This is an optimization exercise on Yosys and OpenROAD, whose aim is small area, a short achievable clock period and few clock cycles, not a production implementation.
Only simulation tests tie the RTL to the original design; equivalence was not proved.
Power is estimated from default activity; no workload was simulated.

==> design.v <==
module s_mem (
	input  [7:0] address,
	input        clock,
	input  [7:0] data,
	input        wren,
	output [7:0] q);
	reg [7:0] mem [0:255];
	reg [7:0] addr_q;
	always @(posedge clock) begin
		if (wren) mem[address] <= data;
		addr_q <= address;
	end
	assign q = mem[addr_q];
endmodule
module init(input logic clk, input logic rst_n,
            input logic en, output logic rdy,
            output logic [7:0] addr, output logic [7:0] wrdata, output logic wren);
reg [1:0] current_state;
always_ff@(posedge clk or negedge rst_n) begin
	if(~rst_n) begin
		{rdy, wren, addr, wrdata, current_state} <= {1'b1, 1'b0, 8'd0, 8'd0, 2'd1};
	end else begin
	case(current_state) 
		2'd1 : begin
					{rdy, wren, addr, wrdata} <= {1'b1, 1'b0, 8'd0, 8'd0};
					if (en) begin
						{rdy, wren, addr, wrdata} <= {1'b0, 1'b1, 8'd0, 8'd0};
						current_state <= 2'd2;
					end else begin
						current_state <= 2'd1;
					end
					end
		2'd2 : begin	
				if (addr == 8'b11111111) begin	
					current_state <= 2'd3;
				end else begin	
					{rdy, wren, addr, wrdata} <= {1'b0, 1'b1, addr + 8'd1, addr + 8'd1};
					current_state <= 2'd2;
				end
				end
		2'd3 : begin	
				{rdy, wren, addr, wrdata} <= {1'b1, 1'b0, 8'd0, 8'd0};
				current_state <= 2'd3;
				end
		default : current_state <= 2'd3;
	endcase
	end
end
endmodule
module ksa(input logic clk, input logic rst_n,
           input logic en, output logic rdy,
           input logic [23:0] key,
           output logic [7:0] addr, input logic [7:0] rddata, output logic [7:0] wrdata, output logic wren);
    logic [2:0] current_state;
    logic [7:0] j, k, m;
    logic [8:0] i;
    reg [7:0] vali;
    always_ff@(posedge clk or negedge rst_n) begin
        if(~rst_n) begin
            {rdy, addr, wrdata, wren} <= {1'b1, 8'd0, 8'd0, 1'b0};
            current_state <= 3'd1;
            i <= 9'd0;
            j <= 8'd0;
            k <= 8'd0;
	    m <= 8'd0;
            vali <= 8'd0;
        end else begin
            case(current_state)
            3'd1 : begin  
                     if (en) begin
                        {rdy, addr, wrdata, wren} <= {1'b0, i, 8'd0, 1'b0};
                        current_state <= 3'd2;
                        k <= k + 8'd1;
                     end else begin
                        current_state <= 3'd1;
                     end
                    end
            3'd2 : begin
		      vali <= 8'd1;
			{rdy, addr, wrdata, wren} <= {1'b0, i, 8'd0, 1'b0};
                      if ( i < 9'd256) begin
                        {rdy, addr, wrdata, wren} <= {1'b0, i, 8'd0, 1'b0};
			m <= i % 3;
                        if(k < 8'd2) begin
                            {rdy, addr, wrdata, wren} <= {1'b0, i, 8'd0, 1'b0};
                            current_state <= 3'd2;
                            k <= k + 8'd1;
                        end else begin
                            vali <= rddata;
                            k <= 8'd0;
			    if (m == 8'd0) begin
                            	j <= (j + rddata + key[23:16]) % 256;
			    end else if (m == 8'd1) begin
				j <= (j + rddata + key[15:8]) % 256;
			    end else begin
				j <= (j + rddata + key[7:0]) % 256;
			    end
                            current_state <= 3'd3;
                        end
                      end else begin
                        current_state <= 3'd5;
                      end
                      end
            3'd3 : begin
                      if (k < 8'd2) begin   
                        {rdy, addr, wrdata, wren} <= {1'b0, j, 8'd0, 1'b0};
                        current_state <= 3'd3;
                        k <= k + 8'd1;
                      end else begin
                        current_state <= 3'd4;
                        k <= 8'd0;
                      end
                      end
	    3'd4 : begin
			{rdy, addr, wrdata, wren} <= {1'b0, i, rddata, 1'b1};
			current_state <= 3'd6;
			end
            3'd6 : begin 
                      {rdy, addr, wrdata, wren} <= {1'b0, j, vali, 1'b1};
                      i <= i + 9'd1;
                      k <= 8'd0;
                      current_state <= 3'd2;
                      end
            3'd5 : begin 
                    {rdy, addr, wrdata, wren} <= {1'b1, 8'd0, 8'd0, 1'b0};
                    current_state <= 3'd5;
                    end
            default : current_state <= 3'd5;
            endcase
        end
    end
endmodule
module prga(input logic clk, input logic rst_n,
            input logic en, output logic rdy,
            input logic [23:0] key,
            output logic [7:0] s_addr, input logic [7:0] s_rddata, output logic [7:0] s_wrdata, output logic s_wren,
            output logic [7:0] ct_addr, input logic [7:0] ct_rddata,
            output logic [7:0] pt_addr, input logic [7:0] pt_rddata, output logic [7:0] pt_wrdata, output logic pt_wren);
    logic [3:0] current_state;
	logic [7:0] length, i, j, k, si, sj, padk, ctk, pause;
    always_ff@(posedge clk or negedge rst_n) begin
        if(~rst_n) begin
            current_state <= 4'd2;
            i <= 8'd0;
            j <= 8'd0;
            k <= 8'd0;
	        {length, i, j, k, si, sj, padk, ctk, pause} <= {9{8'd0}};
            {rdy, s_addr, s_wrdata, s_wren, ct_addr, pt_addr, pt_wrdata, pt_wren} <= {1'b1, 8'd0, 8'd0, 1'b0, 8'd0, 8'd0, 8'd0, 1'b0};
        end else begin
            case(current_state)
            4'd2 : begin 
                     if (en) begin
                        rdy <= 1'b0;
                        current_state <= 4'd3;
                        {s_addr, s_wrdata, s_wren, ct_addr, pt_addr, pt_wrdata, pt_wren} <= {8'd0, 8'd0, 1'b0, 8'd0, 8'd0, 8'd0, 1'b0};
                     end else begin
                        current_state <= 4'd2;
                     end
                    end
            4'd3 : begin  
                     if (pause < 8'd2) begin
                        pause <= pause + 8'd1;
                        current_state <= 4'd3;
                     end else begin
                        pause <= 8'd0;
                        length <= ct_rddata;
                        current_state <= 4'd4;
                     end 
                    end
            4'd4 : begin  
                      {length, i, j, k, si, sj, padk, ctk, pause} <= {length, i, j, k, si, sj, padk, ctk, 8'd0};
                      if (k < (length)) begin
                        current_state <= 4'd5;
                        i <= (i+8'd1) % 256;
                      end else begin
                        current_state <= 4'd9;
                      end
                     end
            4'd5 : begin  
                      {s_addr, s_wrdata, s_wren, ct_addr, pt_addr, pt_wrdata, pt_wren} <= {i, 8'd0, 1'b0, 8'd0, 8'd0, 8'd0, 1'b0};
                       if (pause < 8'd2) begin
                            current_state <= 4'd5;
                            {length, i, j, k, si, sj, padk, ctk, pause} <= {length, i, j, k, si, sj, padk, ctk, 8'd1 + pause};
                       end else begin
                            j <= ((j + s_rddata) % 256);
                            {length, i, k, si, sj, padk, ctk, pause} <= {length, i, k, s_rddata, sj, padk, ctk, 8'd0};
                            current_state <= 4'd6;
                       end
                        end
            4'd6 : begin 
                        {s_addr, s_wrdata, s_wren, ct_addr, pt_addr, pt_wrdata, pt_wren} <= {j, 8'd0, 1'b0, 8'd0, 8'd0, 8'd0, 1'b0};
                       if (pause < 8'd2) begin
                            current_state <= 4'd6;
                            {length, i, j, k, si, sj, padk, ctk, pause} <= {length, i, j, k, si, sj, padk, ctk, pause + 8'd1};
                       end else begin
                            {length, i, j, k, si, sj, padk, ctk, pause} <= {length, i, j, k, si, s_rddata, padk, ctk, 8'd0};
                            {s_addr, s_wrdata, s_wren, ct_addr, pt_addr, pt_wrdata, pt_wren} <= {j, si, 1'b1, 8'd0, 8'd0, 8'd0, 1'b0};
                            current_state <= 4'd7;
                       end
                        end
            4'd7 : begin
                      {length, i, j, k, si, sj, padk, ctk, pause} <= {length, i, j, k, si, sj, padk, ctk, 8'd0};
                      {s_addr, s_wrdata, s_wren, ct_addr, pt_addr, pt_wrdata, pt_wren} <= {i, sj, 1'b1, 8'd0, 8'd0, 8'd0, 1'b0};
                       current_state <= 4'd8;
                    end
            4'd8 : begin
                      s_addr <= ((si + sj) % 256);
                      {s_wrdata, s_wren, ct_addr, pt_addr, pt_wrdata, pt_wren} <= {8'd0, 1'b0, 8'd0, 8'd0, 8'd0, 1'b0};
                      if (pause < 8'd2) begin
                          current_state <= 4'd8;
                          {length, i, j, k, si, sj, padk, ctk, pause} <= {length, i, j, k, si, sj, padk, ctk, pause + 8'd1};
                      end else begin
                          {length, i, j, k, si, sj, padk, ctk, pause} <= {length, i, j, k, si, sj, s_rddata, ctk, 8'd0};
                          {s_addr, s_wrdata, s_wren, ct_addr, pt_addr, pt_wrdata, pt_wren} <= {k, 8'd0, 1'b0, k + 8'd1, 8'd0, 8'd0, 1'b0};
                           current_state <= 4'd10;
                      end
                    end
            4'd10 : begin 
                      {s_addr, s_wrdata, s_wren, ct_addr, pt_addr, pt_wrdata, pt_wren} <= {k, 8'd0, 1'b0, k + 8'd1, 8'd0, 8'd0, 1'b0};
                        if (pause < 8'd2) begin
                          current_state <= 4'd10;
                          {length, i, j, k, si, sj, padk, ctk, pause} <= {length, i, j, k, si, sj, padk, ctk, pause + 8'd1};
                      end else begin
                          {length, i, j, k, si, sj, padk, ctk, pause} <= {length, i, j, k, si, sj, padk, ct_rddata, 8'd0};
                           current_state <= 4'd11;
                      end
                    end
            4'd11 : begin
                      {length, i, j, k, si, sj, padk, ctk, pause} <= {length, i, j, k, si, sj, padk, ctk, 8'd0};
                      {s_addr, s_wrdata, s_wren, ct_addr, pt_addr, pt_wren} <= {8'd0, 8'd0, 1'b0, 8'd0, k + 8'd1, 1'b1};
                      pt_wrdata <= padk ^ ctk;
                      current_state <= 4'd12;
                    end
            4'd12 : begin
                      {s_addr, s_wrdata, s_wren, ct_addr, pt_addr, pt_wrdata, pt_wren} <= {8'd0, 8'd0, 1'b0, 8'd0, k, pt_wrdata , 1'b0};
                      {length, i, j, k, si, sj, padk, ctk, pause} <= {length, i, j, k + 8'd1, si, sj, padk, ctk, 8'd0};
                      current_state <= 4'd4;
                    end
            4'd9 : begin
                    {length, i, j, k, si, sj, padk, ctk, pause} <= {length, i, j, k, si, sj, padk, ctk, 8'd0};
                    {s_addr, s_wrdata, s_wren, ct_addr, pt_addr, pt_wrdata, pt_wren} <= {8'd0, 8'd0, 1'b0, 8'd0, 8'd0, length , 1'b1};
                    current_state <= 4'd13;
                    end
	    4'd13 : begin
		     {length, i, j, k, si, sj, padk, ctk, pause} <= {length, i, j, k, si, sj, padk, ctk, 8'd0};
                     {s_addr, s_wrdata, s_wren, ct_addr, pt_addr, pt_wrdata, pt_wren} <= {8'd0, 8'd0, 1'b0, 8'd0, 8'd0, 8'd0 , 1'b0};
                     rdy <= 1'b1;
                     current_state <= 4'd13;
		     end
            default : current_state <= 4'd13;
            endcase
        end
    end
endmodule
module arc4(input logic clk, input logic rst_n,
            input logic en, output logic rdy,
            input logic [23:0] key,
            output logic [7:0] ct_addr, input logic [7:0] ct_rddata,
            output logic [7:0] pt_addr, input logic [7:0] pt_rddata, output logic [7:0] pt_wrdata, output logic pt_wren);
    logic [3:0] current_state;
    reg [7:0] sm_addr, sm_rdata, sm_wrdata;  
    reg[7:0] init_addr, init_wrdata;  
    reg [7:0] ksa_addr, ksa_rdata; 
    wire [7:0] ksa_wrdata;
    reg [7:0] prga_addr, prga_rdata, prga_wrdata;  
    reg sm_wren, en_init, rdy_init, init_wren, en_ksa, rdy_ksa, ksa_wren, en_prga, rdy_prga, prga_wren;
    logic [2:0] flag;
assign ksa_rdata = sm_rdata;
   s_mem s(.address(sm_addr), .clock(clk), .data(sm_wrdata), .wren(sm_wren), .q(sm_rdata));
    init i(.clk(clk), .rst_n(rst_n),.en(en_init), .rdy(rdy_init), .addr(init_addr), .wrdata(init_wrdata), .wren(init_wren));
    ksa k(.clk(clk), .rst_n(rst_n), .en(en_ksa), .rdy(rdy_ksa), .key(key), .addr(ksa_addr), .rddata(sm_rdata), .wrdata(ksa_wrdata), .wren(ksa_wren));
    prga p(.clk(clk), .rst_n(rst_n), .en(en_prga), .rdy(rdy_prga),
	   .key(key), .s_addr(prga_addr), .s_rddata(sm_rdata), .s_wrdata(prga_wrdata), .s_wren(prga_wren),
            .ct_addr(ct_addr), .ct_rddata(ct_rddata), .pt_addr(pt_addr),
	    .pt_rddata(pt_rddata), .pt_wrdata(pt_wrdata), .pt_wren(pt_wren));
    always@(posedge clk or negedge rst_n)begin
        if(~rst_n) begin
		{en_init, en_ksa, en_prga} <= {1'b1,1'b0,1'b0};
		rdy <= 1'b1;
                current_state <= 4'd2; 
		flag <= 3'd0;
        end else begin
                case(current_state)
                4'd2: begin
                        rdy <= 1'b1;
			flag <= 3'd0;
                        if(en) begin
				flag <= 3'd0;
                                rdy <= 1'b0;
                                current_state <= 4'd3;
				{en_init, en_ksa, en_prga} <= {1'b0,1'b0,1'b0};
			end
                        else begin 
			current_state <= 4'd2;
               			 end
			end
		4'd3: begin
			en_init <= 1'b0;
			flag <= 3'd0;
                        if(rdy_init) begin  
				current_state <= 4'd4;
                                {en_init, en_ksa, en_prga} <= {1'b0,1'b1,1'b0};
				flag <= 3'd1;
                        end else begin
                                current_state <= 4'd3;
                        end
                end
                4'd4: begin
				en_ksa <= 1'b0;
				current_state <= 4'd8;
				flag <= 3'd1;
				end
		4'd8: 	begin
				en_ksa <= 1'b0;
				flag <= 3'd2;
				if(rdy_ksa) begin
                                	current_state <= 4'd5;
					flag <= 3'd3;
                                	{en_init, en_ksa, en_prga} <= {1'b0,1'b0,1'b1};
				end
            			else current_state <= 4'd8;
                		end
		4'd5: begin
				en_prga <= 1'b0;
				flag <= 3'd4;
				current_state <= 4'd9;
			    end
                4'd9: begin
			en_prga <= 1'b0;
			flag <= 3'd4;
                        if(rdy_prga) begin
                                current_state <= 4'd6;
				flag <= 3'd5;
                                {en_init, en_ksa, en_prga} <= {1'b0,1'b0,1'b0};
                        end else begin
				current_state <= 4'd5;
			end
                end
                4'd6: begin
			flag <= 3'd6;
                        current_state <= 4'd6;
                        {en_init, en_ksa, en_prga} <= {1'b0,1'b0,1'b0};
			rdy <= 1;
                end
                default: current_state <= 4'd6;
                endcase
        end
        end
always_comb begin
	case(flag)
	3'd0: begin
		{sm_wrdata} ={init_wrdata};
		{sm_wren, sm_addr} = {init_wren,init_addr};
		end
	3'd1: begin
		{sm_wrdata} = {ksa_wrdata};
		{sm_wren, sm_addr} = {ksa_wren, ksa_addr};
		end
	3'd2: begin
		{sm_wrdata} = {ksa_wrdata};
		{sm_wren, sm_addr} = {ksa_wren, ksa_addr};
		end
	3'd3: begin
		{sm_wrdata} ={prga_wrdata};
		{sm_wren, sm_addr} = {prga_wren, prga_addr};
	       end
	3'd4: begin
		{sm_wrdata} ={prga_wrdata};
		{sm_wren, sm_addr} = {prga_wren, prga_addr};
	      end
	3'd5: begin
		{sm_wrdata} ={8'd0};
                {sm_wren, sm_addr} = {1'b0, 8'd0};
	     end
	3'd6: begin
		{sm_wrdata} ={8'd0};
              	{sm_wren, sm_addr} = {1'b0, 8'd0};
		end
	default: begin
		{sm_wrdata} = {8'd0};
                {sm_wren, sm_addr} = {1'b0, 8'd0};
		end
	endcase
end
endmodule
==> run.sh <==
#!/bin/bash
# synth_recipe.tcl (not shown) runs the flow's synth.tcl, then flattens the netlist and writes it again
# the make line also repeats each setting of config.mk as NAME=value (left out here)
make -C /OpenROAD-flow-scripts/flow DESIGN_CONFIG=/design/flow/config.mk WORK_HOME=/design/flow/orfs CLKGATE_MAP_FILE= SYNTH_SCRIPT=/design/flow/synth_recipe.tcl finish
==> config.mk <==
export PLATFORM = sky130hd
export DESIGN_NAME = arc4
export DESIGN_NICKNAME = arc4
export VERILOG_FILES = /design/flow/design.v
export SDC_FILE = /design/flow/constraint.sdc
export NUM_CORES = 4
export LEC_CHECK = 0
export CAP_MARGIN = 20
export CORE_MARGIN = 2
export CORE_UTILIZATION = 40
export SLEW_MARGIN = 20
==> constraint.sdc <==
create_clock -name core_clock -period 10.0 [get_ports {clk}]
set_input_delay 2.0000 -clock core_clock [delete_from_list [all_inputs] [get_ports {clk}]]
set_output_delay 2.0000 -clock core_clock [all_outputs]
set_load 0.01 [all_outputs]
==> metrics.csv <==
stage,metric,value,unit
drt,DR WL/cell,26.9,um
clock_tree,cts bufs inserted,221,
clock_tree,Post-CTS Repair Setup Buffers,0,
pwr,PD cells,180,nW/um2
sta,Max Fclk,0.151,GHz
clock_tree,clock-pin slew on the worst setup and hold paths,60,ps
final_layout,biggest regs,"s.mem (2048), k.i (9)",
drt,Remaining DRCs,0,
drt,Via density,5.65,
clock_tree,CTS sink cnt,2260,
yosys,Synth area leader,edfxtp_1,
sta,WHS,481,ps
sta,Final Hold Fails,0,
floorplan,# IOs,69,
worst_setup_path,FF-to-FF setup slack,3380,ps
yosys,syn nets,4672,
worst_setup_path,Worst Setup Start Kind,flop,
sta,Setup-failing EPs final,0,
yosys,Post-synth EDFFs,2048,
flow_run,max cap viols,0,
floorplan,starting density of the core,0.402,
min_path,Min-Delay Path Class,reg -> reg,
clock_tree,Root Buffer,clkbuf_16,
yosys,flip-flop and latch count after synthesis,2260,
final_layout,multi-input logic area,23400,um2
drt,Routed Antenna Nets,0,
clock_tree,CTS hold repair buffers,0,
grt,Total GRT Usage,0.182,
final_layout,Reg area,66800,um2
place,DPL Wire Length,130000,um
yosys,YS warnings,6,
drt,final wirelength,212000,um
worst_setup_path,Crit path arrival time,7330,ps
place,IO Port Bufs,60,
final_layout,post-route non-filler standard cell count,7875,
status,status,timing/DRC/antenna clean,
yosys,"Seq/Total Area, Yosys",0.730,
grt,first-pass GRT wire length,312000,um
yosys,fraction of registers with async set/reset,0.0903,
yosys,Area contributors post-synth,"edfxtp_1, mux4_2, dfrtp_1",
clock_tree,Clock Path Buffers,3,
yosys,Post-Syn Instances,4575,
sta,RSZ-0062 raised after global routing,no,
worst_setup_path,worst setup path endpoint,k.j[7],
final_layout,number of fill cells,19100,
floorplan,num rows,175,
place,Placed Cells,7462,
sta,shortest period the worst path allows,6620,ps
final_layout,Top reg by flops,s.mem,
grt,number of global-route vias before repair,45400,
sta,Tcrit/Tclk final,0.662,
worst_setup_path,R2R cell count,18,
grt,largest net degree at the start of global routing,205,
sta,setup_tns,0,ps
clock_tree,clk latency of the worst-skew pair,870,ps
final_layout,"Net count, final",4775,
worst_setup_path,RR Endpoint,k.j[7],
floorplan,CORE AREA,227000,um2
pwr,P_leak,0.0262,uW
clock_tree,Resized Gates After CTS,0,
place,Placer Congestion,0.804,
pwr,Max VDD drop,0.188,mV
drt,First-pass DRT Iterations,6,
yosys,mean post-synth cell area,20.0,um2
worst_setup_path,CP Max Fanout,26,
final_layout,max FFs per register,2048,
sta,Slew headroom,0.263,
worst_setup_path,Crit. End Element,flop,
grt,Overflow after GRT,0,
yosys,synth unique cells,84,
clock_tree,H-tree depth,4,
yosys,"Top FF cell, synth",edfxtp_1,
drt,Via Count,44500,
sta,Least-Margin Pin Slew,1100,ps
yosys,Post-Syn Area,91400,um2
final_layout,layout cells sized above 1,0.240,
sta,Slew Limit Fails,0,
floorplan,die width,482,um
worst_setup_path,Required @ worst endpoint,10710,ps
worst_setup_path,Setup CP Type,reg -> reg,
floorplan,Die H,482,um
final_layout,area grow syn2layout,12.6,%
yosys,share of the synthesized area in the top cell type,0.673,
sta,skew final,63.9,ps
floorplan,die footprint,232000,um2
clock_tree,CTS tree,built,
grt,initial antenna violation count,7,
drt,initial DRC count,4848,
-- cells by family (layout without fill, tap and decap cells) --
kind of cell               after synthesis  after routing  share of synthesized area
AOI/OAI and AO/OA                      397            397                     0.0296
xor gates and xnor gates                76             76                    0.00728
and+or+nand+nor                        709            709                     0.0338
muxes                                  757            757                      0.176
buffers and inverters                  322            610                     0.0149
DFF                                   2260           2260                      0.730
other                                    0              3                          0
adders and majority gates               54             54                    0.00772
-- Yosys cell counts, types with 7 or more instances --
library cell     n
a211oi_1        37
a21o_1          31
a21oi_1         70
a221o_1          7
a222oi_1        15
a22o_1           9
a22oi_1         28
a31oi_1         15
and2_1          11
and3_1          10
buf_1           43
buf_2           45
buf_4           13
clkbuf_1       155
dfrtp_1        195
dfstp_2          9
dfxtp_1          8
edfxtp_1      2048
ha_1            50
inv_1           60
mux2_2          39
mux2i_1         38
mux4_2         680
nand2_1        172
nand2b_1        17
nand3_1         52
nand4_1          9
nor2_1         362
nor2b_1         22
nor3_1          18
o211ai_1         7
o21a_1           8
o21ai_0         94
o21bai_1        12
o31ai_1          9
xnor2_1         42
xor2_1          34
-- worst min-delay path by stage --
stage                            start            to  slack, ps  cells past startpoint
after floorplan                en_init       en_init        440                      2
after global placement          k.k[7]        k.k[7]        460                      1
after detailed placement        k.j[7]        k.j[7]        470                      1
after CTS                       k.j[7]        k.j[7]        480                      1
after global routing           en_init       en_init        500                      2
final                     p.ct_addr[4]  p.ct_addr[4]        480                      2
-- metal layers --
| metal | share of wire | GRT usage |
|---|---|---|
| met5 | 0 | 0 |
| met4 | 0.019 | 0.0414 |
| met2 | 0.49 | 0.293 |
| met3 | 0.066 | 0.0342 |
| met1 | 0.43 | 0.259 |
-- metrics by stage --
| stage | setup slack [ps] | area, um2 | power (uW) | utilization |
|---|---|---|---|---|
| after CTS | 3250 | 103000 | 18700 | 0.453 |
| after detailed placement | 3290 | 95600 | 10400 | 0.421 |
| after global placement | 3280 | 95600 | 10400 | 0.421 |
| after floorplan | 4440 | 91400 | 10400 | - |
| final | 3380 | 103000 | 18600 | 0.453 |
| after global routing | 2960 | 103000 | 19100 | 0.453 |
-- worst max-delay path, stage by stage, from the launching register on --
cell and delay [ps]:
dfxtp_4 790, buf_4 580, mux4_2 590, mux4_2 540, mux4_2 620, mux4_2 700
ha_1 290, fa_1 470, ha_1 300, a21o_1 180, a21oi_1 230, o21bai_1 90
a21oi_1 240, o21bai_1 90, a21oi_1 180, xnor2_1 170, xnor2_1 140, nand2_1 80
xnor2_1 150
-- final cells by class --
type / instances / share of cell area
Multi-Input combinational cell: 1993 / 0.227
Clock buffer: 267 / 0.0559
Timing Repair Buffer: 142 / 0.0145
Inverter: 60 / 0.00219
Sequential cell: 2260 / 0.649
Clock inverter: 141 / 0.0150
Antenna cell: 3 / 0.0000729
Tap cell: 3009 / 0.0366
-- placed cells by master (no fill, tap or decap), drive strengths merged, types with 28 or more instances in the layout --
master and instances:
edfxtp 2048, mux4 680, nor2 362, clkbuf 268, dfrtp 195, nand2 172, clkinv 106, o21ai 98
buf 82, a21oi 71, inv 65, clkdlybuf4s50 59, nand3 52, ha 50, xnor2 42, mux2 39
mux2i 38, a211oi 38, xor2 34, a21o 31, a22oi 28
-- power breakdown --
part	total, uW	internal [uW]	switching (uW)
Combinational	42.5	17.4	25.1
Sequential	10200	10200	0
Clock	8380	4760	3620
Total	18600	14900	3650

-- port drivers added, routing unchanged --
Ports are ideal in the flow. The routed layout listed here was re-timed in OpenROAD. Step 1 (the two cells are an assumption about what drives the block):
set clk [get_ports {clk}]
set_driving_cell -lib_cell sky130_fd_sc_hd__clkbuf_16 $clk
set_driving_cell -lib_cell sky130_fd_sc_hd__buf_2 [delete_from_list [all_inputs] $clk]
Step 2 moves the port delays by t, midway between the first and last clock arrival at a register: inputs arrive t later, outputs are due t later. That takes back most of the time a late clock gives input paths. Three values: no drivers, after step 1, after step 2; two values: the first two.
t, ns: 0.922
setup slack, ns: 3.383 / 3.383 / 3.383
worst setup path at the end: register to register
After both steps this run still meets setup and hold. For this run, drivers alone change the setup slack by 0.000 ns; drivers and shift together by 0.000 ns.
